Source: an optimization exercise on an open RTL-to-GDS flow (aim: small area and a short achievable clock period). Production flows keep margins and buffers that such runs may drop. Only simulation tests tie the RTL to the original design; equivalence was not proved.

Design top_module_d11, start of the top module:
module top_module_d11(
    i_clk,
    i_reset,
    i_start,
    i_load,
    i_enc_dec,
    i_pt1,
    i_pt2,
    i_key1,
    i_key2,
    i_r,
    o_ct1,
    o_ct2,
    o_done
);
Size in the first run: roughly 6,200 cells after synthesis, about 910 flip-flops, roughly 710 I/O pins, roughly 60,000 um2 of cells after synthesis.
export LEC_CHECK = 0
export CAP_MARGIN = 20
export CORE_MARGIN = 2
export CORE_UTILIZATION = 40
export SLEW_MARGIN = 20
create_clock -name core_clock -period 10.0 [get_ports {i_clk}]
standard.sh (not shown) runs the stock make flow with config.mk's settings and CLKGATE_MAP_FILE= SYNTH_SCRIPT=/design/flow/synth_recipe.tcl, a recipe that flattens the netlist after the stock synthesis.
==> flow/flow/run.sh <==
#!/bin/bash
set -euo pipefail
export BUFFER_PORTS_ARGS="-buffer_cell sky130_fd_sc_hd__buf_1"
bash standard.sh > standard_flow.log 2>&1
Change:
==> flow/run.sh (new file) <==
#!/bin/bash
# synth_recipe.tcl (not shown) runs the flow's synth.tcl, then flattens the netlist and writes it again
# the make line also repeats each setting of config.mk as NAME=value (left out here)
make -C /OpenROAD-flow-scripts/flow DESIGN_CONFIG=/design/flow/config.mk WORK_HOME=/design/flow/orfs CLKGATE_MAP_FILE= SYNTH_SCRIPT=/design/flow/synth_recipe.tcl finish
removed: flow/flow/run.sh
removed: flow/standard.sh
What happened: The new run went through all stages and came out clean; core utilization goes up by 2.7 points; global-route usage barely changes; count of clock-buffer cells in the layout goes up by 15; worst hold slack got worse by 19 ps; via count goes down slightly; area after synthesis does not change.
Change:
==> flow/flow/run.sh (new file) <==
#!/bin/bash
set -euo pipefail
export BUFFER_PORTS_ARGS="-buffer_cell sky130_fd_sc_hd__buf_1"
bash standard.sh > standard_flow.log 2>&1
==> flow/standard.sh (new file) <==
#!/bin/bash
# synth_recipe.tcl (not shown) runs the flow's synth.tcl, then flattens the netlist and writes it again
# the make line also repeats each setting of config.mk as NAME=value (left out here)
make -C /OpenROAD-flow-scripts/flow DESIGN_CONFIG=/design/flow/config.mk WORK_HOME=/design/flow/orfs CLKGATE_MAP_FILE= SYNTH_SCRIPT=/design/flow/synth_recipe.tcl "${@:-finish}"
--- a/flow/config.mk
+++ b/flow/config.mk
@@ -9,3 +9,4 @@
 export CORE_MARGIN = 2
 export CORE_UTILIZATION = 40
+export SETUP_SLACK_MARGIN = 5
 export SLEW_MARGIN = 20
removed: flow/run.sh
Effect: The new run went through all stages and came out clean. Synthesized area stays the same. Global-route usage fell by 0.16 points. Sequential cell count does not change. Cell count hardly moves. Non-clock buffer count is higher by 1. Count of clock-buffer cells in the layout shrinks by 13. Utilization came out lower by 2.7 points. Wire length hardly moves.
Change:
==> flow/run.sh (new file) <==
#!/bin/bash
# synth_recipe.tcl (not shown) runs the flow's synth.tcl, then flattens the netlist and writes it again
# the make line also repeats each setting of config.mk as NAME=value (left out here)
make -C /OpenROAD-flow-scripts/flow DESIGN_CONFIG=/design/flow/config.mk WORK_HOME=/design/flow/orfs CLKGATE_MAP_FILE= SYNTH_SCRIPT=/design/flow/synth_recipe.tcl finish
removed: flow/flow/run.sh
removed: flow/standard.sh
Wire length hardly moves; sequential share of layout area shrinks by 2.5 points; first-iteration DRC count is higher by 0.59%; synthesized cell count does not change; clock-buffer cell count rose by 3.
Change:
==> flow/flow/run.sh (new file) <==
#!/bin/bash
set -euo pipefail
export BUFFER_PORTS_ARGS="-buffer_cell sky130_fd_sc_hd__buf_1"
bash standard.sh SETUP_SLACK_MARGIN=6 MATCH_CELL_FOOTPRINT=0 finish > standard_flow.log 2>&1
==> flow/standard.sh (new file) <==
#!/bin/bash
# synth_recipe.tcl (not shown) runs the flow's synth.tcl, then flattens the netlist and writes it again
# the make line also repeats each setting of config.mk as NAME=value (left out here)
make -C /OpenROAD-flow-scripts/flow DESIGN_CONFIG=/design/flow/config.mk WORK_HOME=/design/flow/orfs CLKGATE_MAP_FILE= SYNTH_SCRIPT=/design/flow/synth_recipe.tcl "${@:-finish}"
--- a/flow/config.mk
+++ b/flow/config.mk
@@ -9,4 +9,3 @@
 export CORE_MARGIN = 2
 export CORE_UTILIZATION = 40
-export SETUP_SLACK_MARGIN = 5
 export SLEW_MARGIN = 20
removed: flow/run.sh
What happened: Die area is unchanged. Synthesized cell count stays the same. Register-to-register slack gets better by 660 ps. Synthesized area stays the same. Design area came out higher by 4.8%. Cell count went up by 3.5%. Worst hold slack degrades by 3.3 ps. Sequential cell count stays the same.


top_module_d11, a different RTL version from the one above (not shown whole).
For scale: ~6,100 cells after synthesis, ~920 flip-flops, roughly 710 I/O pins, roughly 59,000 sq um of cells after synthesis.
## top_module_d11
module top_module_d11(
    i_clk,
    i_reset,
    i_start,
    i_load,
    i_enc_dec,
    i_pt1,
    i_pt2,
    i_key1,
    i_key2,
    i_r,
    o_ct1,
    o_ct2,
    o_done
);
Settings: LEC_CHECK=0, CAP_MARGIN=20, CORE_MARGIN=2, CORE_UTILIZATION=65, CTS_CLUSTER_DIAMETER=80, CTS_CLUSTER_SIZE=25, SLEW_MARGIN=20; clock period 10.0 ns.
==> flow/flow/run.sh <==
#!/bin/bash
set -euo pipefail
export BUFFER_PORTS_ARGS="-buffer_cell sky130_fd_sc_hd__buf_1"
bash standard.sh SETUP_SLACK_MARGIN=5.5 finish > standard_flow.log 2>&1
Edit:
--- a/flow/config.mk
+++ b/flow/config.mk
@@ -10 +10 @@
-export CORE_UTILIZATION = 65
+export CORE_UTILIZATION = 75
- The new run ran to the end with no violations
- worst setup slack degrades by 0.089 ns
- clock skew grows by 0.011 ns
- worst hold slack degrades by 0.038 ns
- via count grows by about 6%
- sequential cell count stays the same
- routed wire length grows by about 2%
Edit:
--- a/flow/config.mk
+++ b/flow/config.mk
@@ -10 +10 @@
-export CORE_UTILIZATION = 75
+export CORE_UTILIZATION = 65
@@ -12 +12 @@
-export CTS_CLUSTER_SIZE = 25
+export CTS_CLUSTER_SIZE = 32
Global-route usage goes down by 7.3 points; via count came out lower by 5.5%; count of clock-buffer cells in the layout drops by 16; worst hold slack improved by 0.022 ns; core utilization came out lower by 11 points; wire length went down by 2.0%; worst setup slack improved by 0.14 ns; final cell count rose by 1.6%.
Edit:
--- a/flow/config.mk
+++ b/flow/config.mk
@@ -12 +12 @@
-export CTS_CLUSTER_SIZE = 32
+export CTS_CLUSTER_SIZE = 25
@@ -13,0 +14 @@
+export TNS_END_PERCENT = 0
What happened: Worst setup slack degrades by 0.20 ns; synthesized area is unchanged; via count hardly moves; non-clock buffer count went down by 45; clock skew went down by 0.029 ns; routed wire length went down by about 1%; utilization went down by 1.2 points.

==> re-timing with driven ports <==
The flow's constraints put no driver on any port. The routed layouts listed below were extracted and timed again, unchanged, in two steps. Step 1 sets driving cells, clkbuf_16 on the clock port and buf_2 on the other inputs (assumed; they add their load-dependent delay and slew). Step 2 adds t to the input delays and takes it off the output delays; t is the mean of the earliest and latest rising clock arrival at the registers after step 1. Input paths then give back, and output paths get back, about the clock's delay inside the block. a / b / c = ideal / step 1 / step 2; a / b = the first two.
run	t (ns)	slack for setup (ns)	hold WS [ns]	worst setup path at the end	slew at the worst register clock pin (ns)
the first run of note 1	0.840	4.755 / 4.680 / 4.954	0.580 / 0.580 / 0.580	input to register	0.07 / 0.07
the second run of note 1	0.839	4.208 / 4.123 / 4.962	0.560 / 0.560 / 0.560	register to output	0.07 / 0.07
the third run of note 1	0.853	4.942 / 4.856 / 4.755	0.571 / 0.571 / 0.571	input to register	0.08 / 0.08
the fourth run of note 1	0.811	4.904 / 4.818 / 4.977	0.567 / 0.567 / 0.567	input to register	0.08 / 0.08
the fifth run of note 1	0.841	5.382 / 5.297 / 5.198	0.564 / 0.564 / 0.564	input to register	0.07 / 0.07
the first run of note 2	0.742	5.403 / 5.325 / 5.487	0.474 / 0.474 / 0.474	input to register	0.11 / 0.11
the second run of note 2	0.724	5.315 / 5.238 / 5.135	0.436 / 0.436 / 0.436	input to register	0.11 / 0.11
the third run of note 2	0.748	5.456 / 5.374 / 5.440	0.458 / 0.458 / 0.458	input to register	0.12 / 0.12
the fourth run of note 2	0.744	5.256 / 5.177 / 5.466	0.463 / 0.463 / 0.463	input to register	0.11 / 0.11
After both steps every run listed still meets setup and hold. For the third run of note 1, which loses most, drivers alone change the setup slack by -0.086 ns; drivers and shift together by -0.187 ns.
